What follows belongs to an exercise in optimizing a design on an open flow for a short achievable clock period and few clock cycles; a production flow would make more cautious choices. In this exercise RTL edits were held to simulation tests only and were not proved equivalent to the original. Power figures rest on the tool's default switching activity, not on a simulated workload.

==> flow/design.v <==
module FemtoRV32(
	input clk,
	output reg [31:0] mem_addr,   
	output [31:0] mem_wdata,      
	output [3:0] mem_wmask,       
	input [31:0] mem_rdata,       
	output mem_rstrb,             
	input mem_rbusy,              
	input mem_wbusy,              
	input reset,                  
	output reg trap,
	output reg [3:0] trap_cause
	);
	parameter RESET_ADDR = 32'h00000000;
	reg [31:0] pmpcfg;
	reg [31:0] pmpaddr [3:0];
	reg [31:0] registerFile [31:0];    
	reg [31:0] fpc;         
	reg        mem_cycle;   
	reg        m_load;      
	reg [4:0]  m_rd;        
	reg [4:0]  m_ld;        
	reg        rstrb_r;
	reg [3:0]  wmask_r;
	reg [31:0] wdata_r;
	reg        e_valid;
	reg [31:0] e_pc;
	reg [31:0] e_pc4;       
	reg [31:0] e_pcimm;     
	reg        e_pred;      
	reg [31:0] e_imm;       
	reg [31:0] e_rs1v;
	reg [31:0] e_rs2v;
	reg [31:0] e_op2;       
	reg [4:0]  e_rs1;
	reg [4:0]  e_rs2;
	reg [4:0]  e_rd;
	reg [7:0]  e_f3;        
	reg [2:0]  e_fn3;       
	reg        e_i30;       
	reg        e_sub;       
	reg [4:0]  e_csrSel;    
	reg [4:0]  e_resSel;    
	reg [31:0] e_negimm;    
	reg e_isLoad, e_isStore, e_isALUreg, e_isSYSTEM, e_isJALR, e_isBranch, e_writesRd;
	reg e_isAUIPC, e_isADDI, e_useRs1, e_useRs2;
	reg        wa_en;
	reg [4:0]  wa_rd;
	reg [31:0] wa_data;
	reg        wb_en;
	reg [4:0]  wb_rd;
	reg [31:0] wb_data;
	reg [31:0] ic_data [15:0];
	reg [25:0] ic_tag  [15:0];
	reg [15:0] ic_valid;
	wire [31:0] agu = e_rs1v + e_imm;           
	wire [31:0] pa_x = {2'b00, e_pc[31:2]};
	wire [31:0] pa_d = {2'b00, agu[31:2]};
	wire [3:0] match_x, match_d;
	wire [3:0] lt_x, lt_d;
	genvar i;
	generate
		for (i = 0; i < 4; i = i + 1) begin : PMP
			wire [1:0]  A    = pmpcfg[8*i+3 +: 2];
			wire [31:0] addr = pmpaddr[i];
			wire [31:0] cmpmask = (A == 2'd3) ? ~(addr ^ (addr + 32'd1)) : 32'hFFFFFFFF;
			assign lt_x[i] = (pa_x < addr);
			assign lt_d[i] = (pa_d < addr);
			wire ge_x = (i == 0) ? 1'b1 : !lt_x[(i == 0) ? 0 : i-1];
			wire ge_d = (i == 0) ? 1'b1 : !lt_d[(i == 0) ? 0 : i-1];
			wire eq_x = (((pa_x ^ addr) & cmpmask) == 32'b0);
			wire eq_d = (((pa_d ^ addr) & cmpmask) == 32'b0);
			assign match_x[i] = (A == 2'd1) ? (ge_x && lt_x[i]) : A[1] && eq_x;
			assign match_d[i] = (A == 2'd1) ? (ge_d && lt_d[i]) : A[1] && eq_d;
		end
	endgenerate
	wire [2:0] perm_x = match_x[3] ? pmpcfg[26:24] : match_x[2] ? pmpcfg[18:16] :
	                    match_x[1] ? pmpcfg[10:8]  : match_x[0] ? pmpcfg[2:0]   : 3'b000;
	wire [2:0] perm_d = match_d[3] ? pmpcfg[26:24] : match_d[2] ? pmpcfg[18:16] :
	                    match_d[1] ? pmpcfg[10:8]  : match_d[0] ? pmpcfg[2:0]   : 3'b000;
	wire run    = !trap;
	wire m_hazard = m_load && (m_rd != 5'd0) &&
	                ((e_useRs1 && e_rs1 == m_rd) || (e_useRs2 && e_rs2 == m_rd) ||
	                 (e_writesRd && e_rd == m_rd));
	wire conc_ok = !e_isLoad && !e_isStore && !m_hazard && perm_x[2];
	wire e_exec = run && e_valid && (!mem_cycle || conc_ok || (m_done && !m_hazard));
	wire xfault = !perm_x[2];
	wire lfault = e_isLoad  && !perm_d[0];
	wire sfault = e_isStore && !perm_d[1];
	wire fault  = e_exec && (xfault || lfault || sfault);
	wire [31:0] aluIn1 = e_rs1v;
	wire [31:0] aluIn2 = e_op2;
	wire [31:0] aluPlus = aluIn1 + aluIn2;
	wire [32:0] aluMinus = {1'b0, aluIn1} - {1'b0, aluIn2};
	wire LT  = (aluIn1[31] ^ aluIn2[31]) ? aluIn1[31] : aluMinus[32];
	wire LTU = aluMinus[32];
	wire [4:0]  shamt = aluIn2[4:0];
	wire [31:0] sll = aluIn1 << shamt;
	wire [63:0] srx64 = {{32{e_i30 & aluIn1[31]}}, aluIn1} >> shamt;
	wire [31:0] srx = srx64[31:0];
	wire [31:0] aluOut =
		(e_f3[0] ? (e_sub ? aluMinus[31:0] : aluPlus) : 32'b0) |
		(e_f3[1] ? sll : 32'b0) |
		(e_f3[2] ? {31'b0, LT}  : 32'b0) |
		(e_f3[3] ? {31'b0, LTU} : 32'b0) |
		(e_f3[4] ? aluIn1 ^ aluIn2 : 32'b0) |
		(e_f3[5] ? srx : 32'b0) |
		(e_f3[6] ? aluIn1 | aluIn2 : 32'b0) |
		(e_f3[7] ? aluIn1 & aluIn2 : 32'b0);
	wire [32:0] bMinus = {1'b0, e_rs1v} - {1'b0, e_rs2v};
	wire bEQ  = (e_rs1v == e_rs2v);
	wire bLTU = bMinus[32];
	wire bLT  = (e_rs1v[31] ^ e_rs2v[31]) ? e_rs1v[31] : bMinus[32];
	wire takeBranch =
		(e_f3[0] &  bEQ)  | (e_f3[1] & !bEQ)  |
		(e_f3[4] &  bLT)  | (e_f3[5] & !bLT)  |
		(e_f3[6] &  bLTU) | (e_f3[7] & !bLTU);
	wire mispredict = e_isBranch && (takeBranch != e_pred);
	wire redirect   = e_exec && (mispredict || (e_isJALR && !e_pred));
	wire [31:0] redirect_pc = e_isJALR ? {agu[31:1], 1'b0} : (e_pred ? e_pc4 : e_pcimm);
	wire [31:0] csr_rdata =
		(e_csrSel[0] ? pmpcfg     : 32'b0) |
		(e_csrSel[1] ? pmpaddr[0] : 32'b0) |
		(e_csrSel[2] ? pmpaddr[1] : 32'b0) |
		(e_csrSel[3] ? pmpaddr[2] : 32'b0) |
		(e_csrSel[4] ? pmpaddr[3] : 32'b0);
	wire csr_write = e_exec && !xfault && e_isSYSTEM && (e_f3[1] | e_f3[2] | e_f3[3]);
	wire [31:0] csr_wdata = e_f3[1] ? e_rs1v :
	                        e_f3[2] ? (e_rs1v | csr_rdata) :
	                        e_f3[3] ? (~e_rs1v & csr_rdata) : 32'b0;
	wire [31:0] e_auipc = e_pc + e_imm;
	wire [31:0] e_result =
		(e_resSel[0] ? aluOut    : 32'b0) |
		(e_resSel[1] ? e_imm     : 32'b0) |
		(e_resSel[2] ? e_auipc   : 32'b0) |
		(e_resSel[3] ? e_pc4     : 32'b0) |
		(e_resSel[4] ? csr_rdata : 32'b0);
	wire e_wr = e_valid && e_writesRd;
	wire ldst = e_exec && (e_isLoad || e_isStore);
	wire [3:0] st_mask = e_f3[0] ? (4'b0001 << agu[1:0]) :
	                     e_f3[1] ? (4'b0011 << agu[1:0]) :
	                     e_f3[2] ? 4'b1111 : 4'b0000;
	wire [31:0] st_data = (e_f3[0] ? {4{e_rs2v[7:0]}} : e_f3[1] ? {2{e_rs2v[15:0]}} : e_rs2v)
	                      << (8 * agu[1:0]);
	wire [31:0] loadWord = mem_rdata >> (8 * mem_addr[1:0]);
	wire [31:0] loadData =
		(m_ld[4] ? mem_rdata : 32'b0) |
		(m_ld[3] ? {{16{m_ld[1] & loadWord[15]}}, loadWord[15:0]} : 32'b0) |
		(m_ld[2] ? {{24{m_ld[1] & loadWord[7]}},  loadWord[7:0]}  : 32'b0);
	wire m_done = mem_cycle && (m_load ? !mem_rbusy : !mem_wbusy);
	wire m_wr   = mem_cycle && m_load && !mem_rbusy;
	integer r;
	always @(posedge clk) begin
		for (r = 1; r < 32; r = r + 1) begin
			if (wa_en && wa_rd == r)
				registerFile[r] <= wa_data;
			else if (wb_en && wb_rd == r)
				registerFile[r] <= wb_data;
		end
	end
	wire [3:0] ic_idx = fpc[5:2];
	wire st_cycle = mem_cycle && !m_load;
	wire [15:0] ic_onehot = 16'b1 << ic_idx;
	reg  [15:0] ic_match;
	integer t;
	always @(*)
		for (t = 0; t < 16; t = t + 1)
			ic_match[t] = ic_valid[t] && ic_onehot[t] && (ic_tag[t] == fpc[31:6]);
	wire ic_hit = (|ic_match) && !(st_cycle && mem_addr[31:2] == fpc[31:2]);
	wire f_port = !mem_cycle && !mem_rbusy;     
	wire f_avail = ic_hit || f_port;
	wire [31:0] fi = ic_hit ? ic_data[ic_idx] : mem_rdata;
	wire f_isLoad   = (fi[6:2] == 5'b00000);
	wire f_isALUimm = (fi[6:2] == 5'b00100);
	wire f_isStore  = (fi[6:2] == 5'b01000);
	wire f_isALUreg = (fi[6:2] == 5'b01100);
	wire f_isSYSTEM = (fi[6:2] == 5'b11100);
	wire f_isJAL    = (fi[6:2] == 5'b11011);
	wire f_isJALR   = (fi[6:2] == 5'b11001);
	wire f_isLUI    = (fi[6:2] == 5'b01101);
	wire f_isAUIPC  = (fi[6:2] == 5'b00101);
	wire f_isBranch = (fi[6:2] == 5'b11000);
	wire [31:0] f_Uimm = {fi[31:12], 12'b0};
	wire [31:0] f_Iimm = {{21{fi[31]}}, fi[30:20]};
	wire [31:0] f_Simm = {{21{fi[31]}}, fi[30:25], fi[11:7]};
	wire [31:0] f_Bimm = {{20{fi[31]}}, fi[7], fi[30:25], fi[11:8], 1'b0};
	wire [31:0] f_Jimm = {{12{fi[31]}}, fi[19:12], fi[20], fi[30:21], 1'b0};
	wire [31:0] f_bt  = fpc + f_Bimm;
	wire [31:0] f_jt  = fpc + f_Jimm;
	wire [31:0] f_pc4 = fpc + 32'd4;
	wire [31:0] f_imm = f_isStore ? f_Simm : (f_isLUI | f_isAUIPC) ? f_Uimm : f_Iimm;
	wire [4:0] f_rs1 = fi[19:15];
	wire [4:0] f_rs2 = fi[24:20];
	wire [31:0] sel1 = 32'b1 << f_rs1;
	wire [31:0] sel2 = 32'b1 << f_rs2;
	reg  [31:0] rf1, rf2;
	integer k;
	always @(*) begin
		rf1 = 32'b0;
		rf2 = 32'b0;
		for (k = 1; k < 32; k = k + 1) begin
			rf1 = rf1 | (registerFile[k] & {32{sel1[k]}});
			rf2 = rf2 | (registerFile[k] & {32{sel2[k]}});
		end
	end
	wire hitE1 = e_wr && (e_rd == f_rs1) && (f_rs1 != 5'd0);
	wire hitE2 = e_wr && (e_rd == f_rs2) && (f_rs2 != 5'd0);
	wire hitM1 = m_wr && (m_rd == f_rs1);
	wire hitM2 = m_wr && (m_rd == f_rs2);
	wire hitA1 = wa_en && (wa_rd == f_rs1);
	wire hitA2 = wa_en && (wa_rd == f_rs2);
	wire hitB1 = wb_en && (wb_rd == f_rs1);
	wire hitB2 = wb_en && (wb_rd == f_rs2);
	wire [31:0] f_v1 = hitM1 ? loadData : hitA1 ? wa_data : hitB1 ? wb_data : rf1;
	wire [31:0] f_v2 = hitM2 ? loadData : hitA2 ? wa_data : hitB2 ? wb_data : rf2;
	wire [31:0] f_rs1v = hitE1 ? e_result : f_v1;
	wire [31:0] f_rs2v = hitE2 ? e_result : f_v2;
	wire e_zero = (e_rs1v == e_negimm);
	wire zE = e_isADDI && fi[14:13] == 2'b00 &&
	          ((hitE1 && f_rs2 == 5'd0) || (hitE2 && f_rs1 == 5'd0));
	wire f_predB = f_isBranch && (zE ? (e_zero ^ fi[12]) : fi[31]);
	wire f_predJ = f_isJALR && hitE1 && e_isAUIPC;
	wire [31:0] f_jrt = e_auipc + f_Iimm;
	wire [31:0] f_next = f_isJAL ? f_jt : f_predJ ? {f_jrt[31:1], 1'b0} : f_predB ? f_bt : f_pc4;
	wire e_free = !e_valid || e_exec;
	wire f_take = run && f_avail && e_free && !redirect;
	wire [31:0] next_fetch = redirect ? redirect_pc : f_take ? f_next : fpc;
	always @(posedge clk) begin
		if (!reset) begin
			trap       <= 1'b0;
			trap_cause <= 4'b0;
			mem_addr   <= RESET_ADDR;
			fpc        <= RESET_ADDR;
			mem_cycle  <= 1'b0;
			rstrb_r    <= 1'b1;
			wmask_r    <= 4'b0;
			e_valid    <= 1'b0;
			wa_en      <= 1'b0;
			wb_en      <= 1'b0;
			ic_valid   <= 16'b0;
		end else if (!trap) begin
			wa_en   <= e_exec && e_writesRd && !xfault && (e_rd != 5'd0);
			wa_rd   <= e_rd;
			wa_data <= e_result;
			wb_en   <= m_wr && (m_rd != 5'd0);
			wb_rd   <= m_rd;
			wb_data <= loadData;
			if (f_port) begin
				ic_data[ic_idx]  <= mem_rdata;
				ic_tag[ic_idx]   <= fpc[31:6];
				ic_valid[ic_idx] <= 1'b1;
			end
			if (st_cycle)
				ic_valid[mem_addr[5:2]] <= 1'b0;
			if (fault) begin
				trap       <= 1'b1;
				trap_cause <= xfault ? 4'h1 : lfault ? 4'h5 : 4'h7;
			end
			if (m_done) begin
				mem_cycle <= 1'b0;
				rstrb_r   <= 1'b1;
				wmask_r   <= 4'b0;
			end
			if (ldst) begin
				mem_cycle <= 1'b1;
				m_load    <= e_isLoad;
				m_rd      <= e_rd;
				m_ld      <= {e_f3[2], e_f3[1] | e_f3[5], e_f3[0] | e_f3[4], !e_fn3[2], 1'b0};
				rstrb_r   <= e_isLoad;
				wmask_r   <= (perm_d[1] && !xfault && e_isStore) ? st_mask : 4'b0;
				wdata_r   <= st_data;
			end
			if (mem_cycle && !m_done)
				mem_addr <= mem_addr;
			else if (ldst)
				mem_addr <= agu;
			else
				mem_addr <= next_fetch;
			if (redirect || f_take)
				fpc <= next_fetch;
			if (e_free) begin
				e_valid    <= f_take;
				e_pc       <= fpc;
				e_pc4      <= f_pc4;
				e_pcimm    <= f_bt;
				e_pred     <= f_predB | f_predJ;
				e_negimm   <= 32'b0 - f_Iimm;
				e_isAUIPC  <= f_isAUIPC;
				e_isADDI   <= f_isALUimm && fi[14:12] == 3'd0;
				e_imm      <= f_imm;
				e_rs1v     <= f_rs1v;
				e_rs2v     <= f_rs2v;
				e_op2      <= f_isALUreg ? f_rs2v : f_imm;
				e_rs1      <= f_rs1;
				e_rs2      <= f_rs2;
				e_rd       <= fi[11:7];
				e_f3       <= 8'b00000001 << fi[14:12];
				e_fn3      <= fi[14:12];
				e_i30      <= fi[30];
				e_sub      <= fi[30] & f_isALUreg;
				e_csrSel   <= {fi[31:20] == 12'h3B3, fi[31:20] == 12'h3B2, fi[31:20] == 12'h3B1,
				               fi[31:20] == 12'h3B0, fi[31:20] == 12'h3A0};
				e_resSel   <= {f_isSYSTEM, f_isJAL | f_isJALR, f_isAUIPC, f_isLUI,
				               f_isALUreg | f_isALUimm};
				e_isLoad   <= f_isLoad;
				e_isStore  <= f_isStore;
				e_isALUreg <= f_isALUreg;
				e_isSYSTEM <= f_isSYSTEM;
				e_isJALR   <= f_isJALR;
				e_isBranch <= f_isBranch;
				e_writesRd <= f_isALUreg | f_isALUimm | f_isLUI | f_isAUIPC | f_isJAL | f_isJALR | f_isSYSTEM;
				e_useRs1   <= !(f_isLUI | f_isAUIPC | f_isJAL);
				e_useRs2   <= f_isALUreg | f_isBranch | f_isStore;
			end else if (m_wr && m_rd != 5'd0) begin
				if (e_rs1 == m_rd) e_rs1v <= loadData;
				if (e_rs2 == m_rd) e_rs2v <= loadData;
				if (e_rs2 == m_rd && e_isALUreg) e_op2 <= loadData;
			end
		end
	end
	always @(posedge clk) begin
		if (!reset) begin
			pmpcfg     <= 32'h0000001F;
			pmpaddr[0] <= 32'hFFFFFFFF;
			pmpaddr[1] <= 32'b0;
			pmpaddr[2] <= 32'b0;
			pmpaddr[3] <= 32'b0;
		end else if (csr_write) begin
			if (e_csrSel[0]) pmpcfg     <= csr_wdata;
			if (e_csrSel[1]) pmpaddr[0] <= csr_wdata;
			if (e_csrSel[2]) pmpaddr[1] <= csr_wdata;
			if (e_csrSel[3]) pmpaddr[2] <= csr_wdata;
			if (e_csrSel[4]) pmpaddr[3] <= csr_wdata;
		end
	end
	assign mem_rstrb = rstrb_r && !trap;
	assign mem_wmask = reset ? wmask_r : 4'b0000;
	assign mem_wdata = wdata_r;
endmodule
==> flow/flow/run.sh <==
#!/bin/bash
set -euo pipefail
MARGIN=${MARGIN:-9.3}
sed "s/CLKGATE_MAP_FILE= /CLKGATE_MAP_FILE= SETUP_SLACK_MARGIN=${MARGIN} /" standard.sh > standard_margin.sh
grep -q "SETUP_SLACK_MARGIN=${MARGIN}" standard_margin.sh
bash standard_margin.sh > standard_margin.log 2>&1
==> flow/standard.sh <==
#!/bin/bash
# synth_recipe.tcl (not shown) runs the flow's synth.tcl, then flattens the netlist and writes it again
# the make line also repeats each setting of config.mk as NAME=value (left out here)
make -C /OpenROAD-flow-scripts/flow DESIGN_CONFIG=/design/flow/config.mk WORK_HOME=/design/flow/orfs CLKGATE_MAP_FILE= SYNTH_SCRIPT=/design/flow/synth_recipe.tcl "${@:-finish}"
==> flow/config.mk <==
export PLATFORM = sky130hd
export DESIGN_NAME = FemtoRV32
export DESIGN_NICKNAME = FemtoRV32
export VERILOG_FILES = /design/flow/design.v
export SDC_FILE = /design/flow/constraint.sdc
export NUM_CORES = 4
export LEC_CHECK = 0
export CAP_MARGIN = 20
export CORE_MARGIN = 2
export CORE_UTILIZATION = 45
export PLACE_DENSITY = 0.6
export SLEW_MARGIN = 20
==> flow/constraint.sdc <==
create_clock -name core_clock -period 16.0 [get_ports {clk}]
set_input_delay 3.2000 -clock core_clock [delete_from_list [all_inputs] [get_ports {clk}]]
set_output_delay 3.2000 -clock core_clock [all_outputs]
set_load 0.01 [all_outputs]
==> results.yml, run 1 <==
critical_path:
  start_kind: "input pin"
  criticalPathCategory: "in -> out"
  worstPathRequired_ns: 12.80
  crit_chain: "buf_16, buf_12, nand2_4, inv_2, buf_6"
  critPathSlowestCell: "buf_12"
  cp.arrival_ns: 3.78
  crit_buf_inv: 4
  setup.worst_path.end_class: "output port"
  crit_family: "buffers and inverters"
  cp_max_fo: 5
  slowest_delay_ns: 0.18
outcome:
  outcome: "timing/DRC/antenna clean"
die:
  ioPinCount: 110
  die_x_um: 575
  coreArea_um2: 325000
  die_y_um: 575
  die_area_um2: 331000
  start_util_pct: 45.2
  row_count: 209
detailed_routing:
  wirelength_um: 745000
  drtIter0Drc: 24100
  final_antenna_net_count: 0
  drt_pass1_iterations: 13
  routed_via_density: 7.36
  routed-via-count: 127000
  post_drt_wl_per_cell_um: 43.0
  drc: 0
clocking:
  cts_tree: "done"
  path_clk_slew_ns: 0.06
  clock_latency_ns: 0.99
  holdBufCountCts: 0
  max-clock-path-buffers: 4
  cts_buffers: 291
  clock_sinks: 2540
  cts_max_level: 5
  ctsRootBufferMaster: "clkbuf_16"
sta:
  fin_tns_setup_ns: 0
  grt_setup_unrepaired: "yes"
  finalClockSkew_ns: 0.0999
  final_hold_viol_count: 0
  max_freq_mhz: 143
  post-route-min-period_ns: 6.98
  worst_pin_slew_ns: 1.32
  slew_headroom_pct: 12.1
  final_max_slew_viol_count: 0
  setup_violations: 0
  fin_crit_sh_pct: 43.7
logic_synthesis:
  synthArstFlopShare_pct: 0
  synth_flop_cell: "edfxtp_1"
  yosys_warnings: 3
  yosysMostFrequentCell: "edfxtp_1"
  synthDistinctLibCells: 116
  synth_xor_area_share_pct: 4.29
  synthCells: 12600
  synth_top_area_share_pct: 46.7
  synth_edf_count: 2283
  synth_mux_area_share_pct: 13.3
  synth.avg_cell_area_um2: 11.7
  synth-simple-area-share_pct: 9.08
  yosysTopAreaCell: "edfxtp_1"
  netlist_area_um2: 147000
  synth-compound-area-share_pct: 14.7
  synth_fa_ha_area_share_pct: 4.59
  synth_nets: 13100
  synth.top_cells.by_count: "edfxtp_1, mux2_2, nor2_1"
  synth_top_family_by_area: "compound AO/OA/AOI/OAI gates"
  ys_seq_elements: 2540
  seq_area_frac_synth_pct: 50.2
  synth_area_leaders: "edfxtp_1, mux2_2, ha_1"
place:
  portBuffers: 108
  gp_congestion: 1.05
  dp_hpwl_um: 477000
  dpl_cell_area_um2: 155000
  post-place-cells: 16500
flow_run:
  maxCapViolations: 0
layout:
  fillers: 27800
  design_area_um2: 170000
  final-seq-area_um2: 73800
  layout.nets: 13300
  syn2layout_area_growth_pct: 15.9
  fin_cells: 17300
  layout-drive-gt1-share_pct: 23.1
  utilization_pct: 52.4
  multi_input_area_um2: 71300
global_route:
  grt.total_usage_pct: 43.5
  grt_max_degree: 100
  grt_pass1_vias: 119000
  antenna_found_initial: 67
  grt-ovfl-total: 0
  grt_pass1_wl_um: 1000000
power:
  power_density_nw_per_um2: 186
  p_leak_nw: 61.6
  ir_worst_vdd_v: 0.00109
hold_path:
  hold_path_class: "reg -> reg"
==> flip-flops by register name (all words and copies together), names as in the netlist, 8 cells and up, named ones only <==
signal / flops
wa_data: 32
e_imm: 32
ic_valid: 16
fpc: 32
mem_addr: 32
wb_data: 32
e_pcimm: 32
pmpcfg: 32
e_rs1v: 32
wdata_r: 32
e_pc4: 30
e_rs2v: 32
e_negimm: 12
e_op2: 32
pmpaddr: 128
e_pc: 31
e_f3: 8
registerFile: 992
ic_tag: 416
ic_data: 480
==> metrics by stage <==
step                      worst slack (ns)  hold WS (ns)  power, mW
final                                 9.02         0.450       31.7
after global routing                  9.04         0.459       32.4
after CTS                             9.04         0.446       32.1
after detailed placement              6.67         0.427       22.2
after global placement                6.78         0.420       22.3
after floorplan                       8.68         0.408       16.1
==> path summary, 6_finish.rpt <==
check / start / end / slack (ns) / cells after the start
worst max register to register: e_rs1v[0] / wmask_r[3] / 9.17 / 28
worst max-delay path: reset / mem_wmask[2] / 9.02 / 5
worst min-delay path: fpc[0] / e_pcimm[0] / 0.45 / 0
worst min register to register: fpc[0] / e_pcimm[0] / 0.45 / 0
==> repair_timing <==
| item | CTS | global route |
|---|---|---|
| gates resized for setup | 429 | 309 |
| setup endpoints to repair | 595 | 518 |
| pin swaps | 103 | 73 |
| gates cloned | 14 | 2 |
| setup buffers | 86 | 93 |
==> kinds of logic (layout without fill, tap and decap cells) <==
kind of cell | after synthesis | count (layout)
buffers and inverters | 1416 | 1767
xor gates and xnor gates | 720 | 720
AOI/OAI and AO/OA | 3031 | 3033
adders and majority gates | 535 | 535
and+or+nand+nor | 2738 | 2739
muxes | 1584 | 1584
DFF | 2540 | 2540
other | 1 | 66
==> layout by cell type (no fill, tap or decap), types with 56 or more instances in the layout <==
master / synthesis / routed
nand3_1: 219 / 212
a22o_1: 169 / 169
nand2b_1: 60 / 59
a22oi_1: 504 / 502
clkbuf_16: 0 / 298
edfxtp_1: 2283 / 2283
o21a_1: 68 / 66
and3_1: 87 / 68
a21o_1: 139 / 138
mux2i_1: 371 / 349
buf_8: 0 / 56
xor2_1: 530 / 523
xnor2_1: 190 / 171
a222oi_1: 191 / 191
nand4_1: 225 / 225
a21oi_1: 616 / 575
o22ai_1: 87 / 61
a31oi_1: 94 / 89
a221oi_1: 218 / 212
buf_6: 13 / 63
o21ai_0: 368 / 328
clkdlybuf4s50_1: 0 / 94
a211oi_1: 98 / 87
buf_4: 32 / 537
nor4_1: 197 / 140
ha_1: 529 / 494
o211ai_1: 71 / 71
diode_2: 0 / 65
nand2_1: 693 / 667
inv_1: 399 / 376
dfxtp_1: 257 / 221
mux2_2: 1019 / 1014
mux4_2: 186 / 186
nor2_1: 750 / 707
nor2b_1: 87 / 85
nor3_1: 203 / 173
==> report_power, final <==
group | total [mW] | internal [mW] | switching, mW
Clock | 6.93 | 3.98 | 2.95
Combinational | 15.8 | 5.46 | 10.3
Sequential | 9.02 | 8.00 | 1.02
Total | 31.7 | 17.4 | 14.3
==> routing by layer <==
metal / part of all wire (%) / wire, µm / GRT usage, % / vias to the layer above
li1: - / - / - / 49300
met1: 35 / 262000 / 52.8 / 62700
met2: 41 / 307000 / 61.9 / 11700
met3: 13 / 99100 / 15.6 / 3636
met4: 10 / 76700 / 35.8 / 36
met5: 0.082 / 613 / 0.545 / -
==> layout make-up <==
| cell class | instances | share of cell area, % |
|---|---|---|
| Sequential cell | 2540 | 43.4 |
| Multi-Input combinational cell | 8612 | 41.9 |
| Timing Repair Buffer | 834 | 4.84 |
| Clock buffer | 351 | 4.50 |
| Tap cell | 4325 | 3.18 |
| Clock inverter | 171 | 1.17 |
| Inverter | 411 | 0.947 |
| Antenna cell | 65 | 0.0956 |
Testbench counts, summed over its fixed seeds: cycles 55,213.
==> run 2: changes to the inputs <==
--- a/flow/design.v
+++ b/flow/design.v
@@ -55,23 +55,71 @@
 	reg [15:0] ic_valid;
 	wire [31:0] agu = e_rs1v + e_imm;           
 	wire [31:0] pa_x = {2'b00, e_pc[31:2]};
-	wire [31:0] pa_d = {2'b00, agu[31:2]};
 	wire [3:0] match_x, match_d;
-	wire [3:0] lt_x, lt_d;
+	wire [3:0] lt_x;
+	wire [32:0] b_lo [3:0];    
+	wire [32:0] b_hi [3:0];
 	genvar i;
 	generate
 		for (i = 0; i < 4; i = i + 1) begin : PMP
 			wire [1:0]  A    = pmpcfg[8*i+3 +: 2];
 			wire [31:0] addr = pmpaddr[i];
-			wire [31:0] cmpmask = (A == 2'd3) ? ~(addr ^ (addr + 32'd1)) : 32'hFFFFFFFF;
+			wire [31:0] prev = (i == 0) ? 32'b0 : pmpaddr[(i == 0) ? 0 : i-1];
+			wire [31:0] ones = addr ^ (addr + 32'd1);    
+			wire [31:0] cmpmask = (A == 2'd3) ? ~ones : 32'hFFFFFFFF;
 			assign lt_x[i] = (pa_x < addr);
-			assign lt_d[i] = (pa_d < addr);
 			wire ge_x = (i == 0) ? 1'b1 : !lt_x[(i == 0) ? 0 : i-1];
-			wire ge_d = (i == 0) ? 1'b1 : !lt_d[(i == 0) ? 0 : i-1];
 			wire eq_x = (((pa_x ^ addr) & cmpmask) == 32'b0);
-			wire eq_d = (((pa_d ^ addr) & cmpmask) == 32'b0);
 			assign match_x[i] = (A == 2'd1) ? (ge_x && lt_x[i]) : A[1] && eq_x;
-			assign match_d[i] = (A == 2'd1) ? (ge_d && lt_d[i]) : A[1] && eq_d;
+			assign b_lo[i] = (A == 2'd1) ? {1'b0, prev} : (A == 2'd2) ? {1'b0, addr} : {1'b0, addr & ~ones};
+			assign b_hi[i] = ((A == 2'd1 || A == 2'd2) ? {1'b0, addr} : {1'b0, addr | ones}) +
+			                 ((A == 2'd1) ? 33'd0 : 33'd1);
+		end
+	endgenerate
+	reg  [32:0] bl_r [3:0];
+	reg  [32:0] bh_r [3:0];
+	reg         pmp_chg;         
+	wire [32:0] bnd [7:0];       
+	generate
+		for (i = 0; i < 4; i = i + 1) begin : BND
+			assign bnd[2*i]   = bl_r[i];
+			assign bnd[2*i+1] = bh_r[i];
+		end
+	endgenerate
+	wire [11:0] f_dimm;
+	wire [35:0] yF [7:0];
+	wire [35:0] yE [7:0];
+	generate
+		for (i = 0; i < 8; i = i + 1) begin : YB
+			wire [34:0] X      = {bnd[i], 2'b00};
+			wire [23:0] xh     = {1'b0, X[34:12]};
+			wire [23:0] xh_inc = xh + 24'd1;
+			wire [23:0] xh_dec = xh - 24'd1;
+			wire [12:0] lo_f = {1'b0, X[11:0]} - {1'b0, f_dimm};
+			assign yF[i] = {(f_dimm[11] && !lo_f[12]) ? xh_inc : (!f_dimm[11] && lo_f[12]) ? xh_dec : xh,
+			                lo_f[11:0]};
+			wire [12:0] lo_e = {1'b0, X[11:0]} - {1'b0, e_imm[11:0]};
+			assign yE[i] = {(e_imm[11] && !lo_e[12]) ? xh_inc : (!e_imm[11] && lo_e[12]) ? xh_dec : xh,
+			                lo_e[11:0]};
+		end
+	endgenerate
+	reg  [35:0] e_Y [7:0];
+	reg  [31:0] e_K;             
+	reg         e_immPos, e_immNeg;
+	wire cw = (e_rs1v < e_K);
+	wire wP = e_immPos && !cw;   
+	wire wN = e_immNeg && cw;    
+	wire [7:0] lt_d;
+	generate
+		for (i = 0; i < 8; i = i + 1) begin : DBOUND
+			wire [3:0] yh = e_Y[i][35:32];
+			wire c = (e_rs1v < e_Y[i][31:0]);
+			assign lt_d[i] = wP ? (!yh[3] || (yh == 4'hF && c)) :
+			                 wN ? ((!yh[3] && yh[2:1] != 2'b00) || (yh == 4'h1 && c)) :
+			                      ((!yh[3] && yh != 4'h0) || (yh == 4'h0 && c));
+		end
+		for (i = 0; i < 4; i = i + 1) begin : DMATCH
+			assign match_d[i] = (pmpcfg[8*i+3 +: 2] != 2'd0) && !lt_d[2*i] && lt_d[2*i+1];
 		end
 	endgenerate
 	wire [2:0] perm_x = match_x[3] ? pmpcfg[26:24] : match_x[2] ? pmpcfg[18:16] :
@@ -83,7 +131,9 @@
 	                ((e_useRs1 && e_rs1 == m_rd) || (e_useRs2 && e_rs2 == m_rd) ||
 	                 (e_writesRd && e_rd == m_rd));
 	wire conc_ok = !e_isLoad && !e_isStore && !m_hazard && perm_x[2];
-	wire e_exec = run && e_valid && (!mem_cycle || conc_ok || (m_done && !m_hazard));
+	reg e_stale;
+	wire e_wait = e_stale && (e_isLoad || e_isStore);
+	wire e_exec = run && e_valid && !e_wait && (!mem_cycle || conc_ok || (m_done && !m_hazard));
 	wire xfault = !perm_x[2];
 	wire lfault = e_isLoad  && !perm_d[0];
 	wire sfault = e_isStore && !perm_d[1];
@@ -185,8 +235,18 @@
 	wire [31:0] f_Simm = {{21{fi[31]}}, fi[30:25], fi[11:7]};
 	wire [31:0] f_Bimm = {{20{fi[31]}}, fi[7], fi[30:25], fi[11:8], 1'b0};
 	wire [31:0] f_Jimm = {{12{fi[31]}}, fi[19:12], fi[20], fi[30:21], 1'b0};
-	wire [31:0] f_bt  = fpc + f_Bimm;
-	wire [31:0] f_jt  = fpc + f_Jimm;
+	wire [13:0] bt_lo = {1'b0, fpc[12:0]} + {1'b0, f_Bimm[12:0]};
+	wire [18:0] fpc_b = fpc[31:13];
+	wire [18:0] fpc_b_inc = fpc_b + 19'd1;
+	wire [18:0] fpc_b_dec = fpc_b - 19'd1;
+	wire [31:0] f_bt = {(bt_lo[13] && !fi[31]) ? fpc_b_inc : (!bt_lo[13] && fi[31]) ? fpc_b_dec : fpc_b,
+	                    bt_lo[12:0]};
+	wire [21:0] jt_lo = {1'b0, fpc[20:0]} + {1'b0, f_Jimm[20:0]};
+	wire [10:0] fpc_j = fpc[31:21];
+	wire [10:0] fpc_j_inc = fpc_j + 11'd1;
+	wire [10:0] fpc_j_dec = fpc_j - 11'd1;
+	wire [31:0] f_jt = {(jt_lo[21] && !fi[31]) ? fpc_j_inc : (!jt_lo[21] && fi[31]) ? fpc_j_dec : fpc_j,
+	                    jt_lo[20:0]};
 	wire [31:0] f_pc4 = fpc + 32'd4;
 	wire [31:0] f_imm = f_isStore ? f_Simm : (f_isLUI | f_isAUIPC) ? f_Uimm : f_Iimm;
 	wire [4:0] f_rs1 = fi[19:15];
@@ -218,9 +278,16 @@
 	wire e_zero = (e_rs1v == e_negimm);
 	wire zE = e_isADDI && fi[14:13] == 2'b00 &&
 	          ((hitE1 && f_rs2 == 5'd0) || (hitE2 && f_rs1 == 5'd0));
-	wire f_predB = f_isBranch && (zE ? (e_zero ^ fi[12]) : fi[31]);
+	wire f_predB = f_isBranch && (zE ? (e_zero ^ fi[12]) : (fi[14:12] == 3'd1) ? 1'b1 :
+	                              (fi[14:12] == 3'd0) ? 1'b0 : fi[31]);
 	wire f_predJ = f_isJALR && hitE1 && e_isAUIPC;
-	wire [31:0] f_jrt = e_auipc + f_Iimm;
+	wire [12:0] jrt_lo = {1'b0, e_auipc[11:0]} + {1'b0, fi[31:20]};
+	wire [19:0] auipc_h = e_auipc[31:12];
+	wire [19:0] auipc_h_inc = auipc_h + 20'd1;
+	wire [19:0] auipc_h_dec = auipc_h - 20'd1;
+	wire [31:0] f_jrt = {(jrt_lo[12] && !fi[31]) ? auipc_h_inc : (!jrt_lo[12] && fi[31]) ? auipc_h_dec : auipc_h,
+	                     jrt_lo[11:0]};
+	assign f_dimm = f_isStore ? {fi[31:25], fi[11:7]} : fi[31:20];
 	wire [31:0] f_next = f_isJAL ? f_jt : f_predJ ? {f_jrt[31:1], 1'b0} : f_predB ? f_bt : f_pc4;
 	wire e_free = !e_valid || e_exec;
 	wire f_take = run && f_avail && e_free && !redirect;
@@ -235,6 +302,7 @@
 			rstrb_r    <= 1'b1;
 			wmask_r    <= 4'b0;
 			e_valid    <= 1'b0;
+			e_stale    <= 1'b0;
 			wa_en      <= 1'b0;
 			wb_en      <= 1'b0;
 			ic_valid   <= 16'b0;
@@ -280,6 +348,12 @@
 				fpc <= next_fetch;
 			if (e_free) begin
 				e_valid    <= f_take;
+				e_stale    <= pmp_wr || pmp_chg;
+				for (t = 0; t < 8; t = t + 1)
+					e_Y[t] <= yF[t];
+				e_K        <= 32'b0 - {{20{f_dimm[11]}}, f_dimm};
+				e_immPos   <= !f_dimm[11] && (f_dimm != 12'b0);
+				e_immNeg   <= f_dimm[11];
 				e_pc       <= fpc;
 				e_pc4      <= f_pc4;
 				e_pcimm    <= f_bt;
@@ -311,13 +385,28 @@
 				e_writesRd <= f_isALUreg | f_isALUimm | f_isLUI | f_isAUIPC | f_isJAL | f_isJALR | f_isSYSTEM;
 				e_useRs1   <= !(f_isLUI | f_isAUIPC | f_isJAL);
 				e_useRs2   <= f_isALUreg | f_isBranch | f_isStore;
-			end else if (m_wr && m_rd != 5'd0) begin
+			end else begin
+				if (e_stale && !pmp_chg) begin
+					e_stale <= 1'b0;
+					for (t = 0; t < 8; t = t + 1)
+						e_Y[t] <= yE[t];
+				end
+				if (m_wr && m_rd != 5'd0) begin
 				if (e_rs1 == m_rd) e_rs1v <= loadData;
 				if (e_rs2 == m_rd) e_rs2v <= loadData;
 				if (e_rs2 == m_rd && e_isALUreg) e_op2 <= loadData;
+				end
 			end
 		end
 	end
+	wire pmp_wr = csr_write && (|e_csrSel) && (csr_wdata != csr_rdata);
+	always @(posedge clk) begin
+		for (t = 0; t < 4; t = t + 1) begin
+			bl_r[t] <= b_lo[t];
+			bh_r[t] <= b_hi[t];
+		end
+		pmp_chg <= !reset || pmp_wr;
+	end
 	always @(posedge clk) begin
 		if (!reset) begin
 			pmpcfg     <= 32'h0000001F;
==> flow/flow/run.sh (replaced) <==
#!/bin/bash
set -euo pipefail
MARGIN=${MARGIN:-9.3}
sed "s/CLKGATE_MAP_FILE= /CLKGATE_MAP_FILE= SETUP_SLACK_MARGIN=${MARGIN} /" standard.sh > standard_margin.sh
grep -q "SETUP_SLACK_MARGIN=${MARGIN}" standard_margin.sh
bash standard_margin.sh "BUFFER_PORTS_ARGS=-buffer_cell sky130_fd_sc_hd__buf_4" finish > standard_margin.log 2>&1
--- a/flow/config.mk
+++ b/flow/config.mk
@@ -7,6 +7,6 @@
 export LEC_CHECK = 0
 export CAP_MARGIN = 20
 export CORE_MARGIN = 2
-export CORE_UTILIZATION = 45
-export PLACE_DENSITY = 0.6
+export CORE_UTILIZATION = 40
+export PLACE_DENSITY = 0.5
 export SLEW_MARGIN = 20
==> results.yml, run 2 <==
outcome:
  outcome: "timing/DRC/antenna clean"
sta:
  fin_tns_setup_ns: 0
  setup_violations: 0
  slew_headroom_pct: 9.37
  finalClockSkew_ns: 0.165
  post-route-min-period_ns: 7.01
  worst_pin_slew_ns: 1.35
  final_max_slew_viol_count: 0
  finalWorstSetupSlack_ns: 8.99
  fin_crit_sh_pct: 43.8
  max_freq_mhz: 143
  hold-worst-slack_ns: 0.426
  grt_setup_unrepaired: "yes"
  final_hold_viol_count: 0
power:
  power_density_nw_per_um2: 245
  power_switching_share_pct: 48.7
  power.internal_mw: 28.7
  p_seq_share_pct: 23.1
  ir_worst_vdd_v: 0.00105
  p_total_mw: 55.9
  p_leak_nw: 86.4
  clockPowerShare_pct: 15.9
  power.switching_mw: 27.2
  comb_power_share_pct: 61.0
logic_synthesis:
  synthCells: 18100
  synth_area_leaders: "edfxtp_1, ha_1, mux2_2"
  synth_fa_ha_area_share_pct: 7.14
  synth_top_family_by_area: "compound AO/OA/AOI/OAI gates"
  yosysMostFrequentCell: "edfxtp_1"
  netlist_area_um2: 194000
  synthArstFlopShare_pct: 0
  synth.avg_cell_area_um2: 10.7
  synthDistinctLibCells: 109
  synth-simple-area-share_pct: 11.0
  synth_top_area_share_pct: 39.7
  synth_mux_area_share_pct: 11.2
  synth-compound-area-share_pct: 15.0
  synth_nets: 19300
  synth_xor_area_share_pct: 5.91
  seq_area_frac_synth_pct: 45.1
  yosysTopAreaCell: "edfxtp_1"
  synth_flop_cell: "edfxtp_1"
  ys_seq_elements: 3090
  synth.top_cells.by_count: "edfxtp_1, ha_1, nor2_1"
  yosys_warnings: 6
  synth_edf_count: 2571
detailed_routing:
  drtIter0Drc: 30800
  drc: 0
  wl_met3_um: 122000
  post_drt_wl_per_cell_um: 39.2
  final_antenna_net_count: 0
  routed-via-count: 171000
  drt_pass1_iterations: 11
  maxUsedRoutingLayer: "met5"
  routed_via_density: 6.79
  dr_wl_met2_um: 404000
  wirelength_um: 987000
  met1Wirelength_um: 376000
critical_path:
  r2r-start: "mem_addr[8]"
  criticalPathCategory: "in -> reg"
  start_kind: "input pin"
  rrSetupSlack_ns: 9.07
  worstReg2RegEnd: "e_Y[0][34]"
  ff2ff_path_depth: 31
  worstPathRequired_ns: 16.79
  setup.worst_path.end_class: "register"
  cp.arrival_ns: 7.80
  cp_max_fo: 7
clocking:
  cts_tree: "done"
  clock_sinks: 3090
  cts_max_level: 5
  cts_buffers: 368
  ctsRootBufferMaster: "clkbuf_16"
  max-clock-path-buffers: 4
  clock_latency_ns: 1.10
  path_clk_slew_ns: 0.06
place:
  dpl_cell_area_um2: 204000
  post-place-cells: 23900
  gp_congestion: 1.04
  dp_hpwl_um: 629000
  portBuffers: 108
  dp_slack_ns: 6.04
die:
  die_x_um: 701
  die_area_um2: 491000
  start_util_pct: 40.2
  die_y_um: 701
  ioPinCount: 110
  coreArea_um2: 483000
  row_count: 255
layout:
  final_common_cell: "edfxtp_1"
  layout.nets: 19500
  syn2layout_area_growth_pct: 17.3
  utilization_pct: 47.2
  reg_top3: "registerFile x992, ic_data x480, ic_tag x416"
  fin_cells: 25200
  largest_reg_flops: 992
  layout-drive-gt1-share_pct: 21.4
  regMostFlops: "registerFile"
  final_cell_mix: "edfxtp_1, ha_1, mux2_2"
  design_area_um2: 228000
global_route:
  grt_pass1_vias: 157000
  grt.total_usage_pct: 38.3
  antenna_found_initial: 103
  grt-ovfl-total: 0
  grt_pass1_wl_um: 1320000
  grt_max_degree: 132
hold_path:
  hold_path_class: "reg -> reg"
  min_to: "e_pc[0]"
  min_from: "fpc[0]"
  hold_depth: 0
flow_run:
  maxCapViolations: 0
[run 2: cell count changes after synthesis, moves of 288 or more]
cell	change
nor2_1	+321
inv_1	+401
ha_1	+567
xnor2_1	+314
edfxtp_1	+288
nand2_1	+331
clkbuf_1	+344
[run 2: power by group through the flow]
stage / logic [mW] / clock network [mW] / registers, mW
4_1_cts: 29.4 / 8.93 / 12.9
5_1_grt: 32.0 / 9.25 / 12.8
3_3_place_gp: 21.3 / 0 / 12.4
3_5_place_dp: 22.0 / 0 / 12.4
2_1_floorplan: 11.8 / 0 / 11.3
6_report: 34.1 / 8.91 / 12.9
[run 2: cells by family (layout without fill, tap and decap cells)]
| logic type | Yosys count | in the layout |
|---|---|---|
| AOI/OAI and AO/OA | 4195 | 4199 |
| xor gates and xnor gates | 1311 | 1311 |
| adders and majority gates | 1106 | 1106 |
| buffers and inverters | 2234 | 2762 |
| DFF | 3090 | 3090 |
| muxes | 1828 | 1828 |
| other | 1 | 66 |
| and+or+nand+nor | 4372 | 4381 |
[run 2: layer usage]
metal	vias to the layer above	track usage (%)
met5	-	0.373
met4	46	26.3
met3	3288	11.4
met2	13000	54.5
met1	85100	49.9
li1	69600	-
[run 2: timing repair]
item | CTS | global route
setup buffers | 285 | 183
endpoints found under the setup margin | 1234 | 992
hold buffers | 0 | 0
pin swaps | 129 | 345
cloned | 50 | 27
resized for setup | 671 | 651
[run 2: layout make-up]
cell class / instances / area (µm²)
clock buffers: 451 / 9710
well taps: 6425 / 8040
repair buffers: 1278 / 13200
diodes: 65 / 163
multi-input cells: 12800 / 103000
flip-flops and latches: 3090 / 87700
inverters: 814 / 3140
clock inverters: 219 / 2710
fillers: 44700 / 255000
[run 2: critical path, stage by stage]
cell and delay [ns]:
buf_16 0.12, nor2_4 0.12, nand2_2 0.07, or3_4 0.38
mux2i_4 0.18, buf_6 0.16, buf_6 0.10, o21ai_4 0.10
buf_12 0.17, buf_6 0.12, buf_8 0.11, ha_4 0.21
a21o_1 0.17, a21oi_2 0.17, o21ai_2 0.09, a21oi_2 0.16
o21bai_1 0.11, a21oi_2 0.20, o21bai_1 0.12, a21oi_2 0.25
o21bai_4 0.11, a21oi_4 0.21, nand2_4 0.13, buf_6 0.20
nor2_4 0.07, a21oi_2 0.03, or4_4 0.45, o31ai_2 0.24
[run 2: how the worst max path moves through the flow]
stage,start,endpoint
after floorplan,pmpaddr[3][3],e_Y[0][10]
after detailed placement,fpc[3],e_Y[6][25]
after global routing,mem_rdata[3],e_Y[0][34]
final,mem_rdata[3],e_Y[0][34]
after global placement,fpc[3],e_Y[7][34]
after CTS,reset,mem_wmask[2]
Testbench counts of run 2, summed over its fixed seeds: cycles 55,502.

## separate check: timing with driven ports
In the flow no input, the clock included, has a driving cell. The finished layouts below were timed again as built, in two steps.
Step 1 assumes that a clkbuf_16 drives the clock port and a buf_2 every other input.
Step 2 moves the port delays by t, midway between the first and last clock arrival at a register: inputs arrive t later, outputs are due t later. That takes back most of the time a late clock gives input paths.
a / b / c = ideal ports / drivers / drivers and shift; a / b = the first two.
run | t, ns | setup slack, ns | worst register clock-pin slew, ns | worst data-port slew with drivers (ns)
run 1 | 1.056 | 9.015 / 8.871 / 8.144 | 0.07 / 0.07 | 0.16
run 2 | 1.149 | 8.995 / 8.682 / 7.892 | 0.09 / 0.09 | 0.54
After both steps every run listed still meets setup and hold. The setup slack of run 2, which loses most, moves by -0.313 ns with the drivers and by -1.103 ns with both steps.
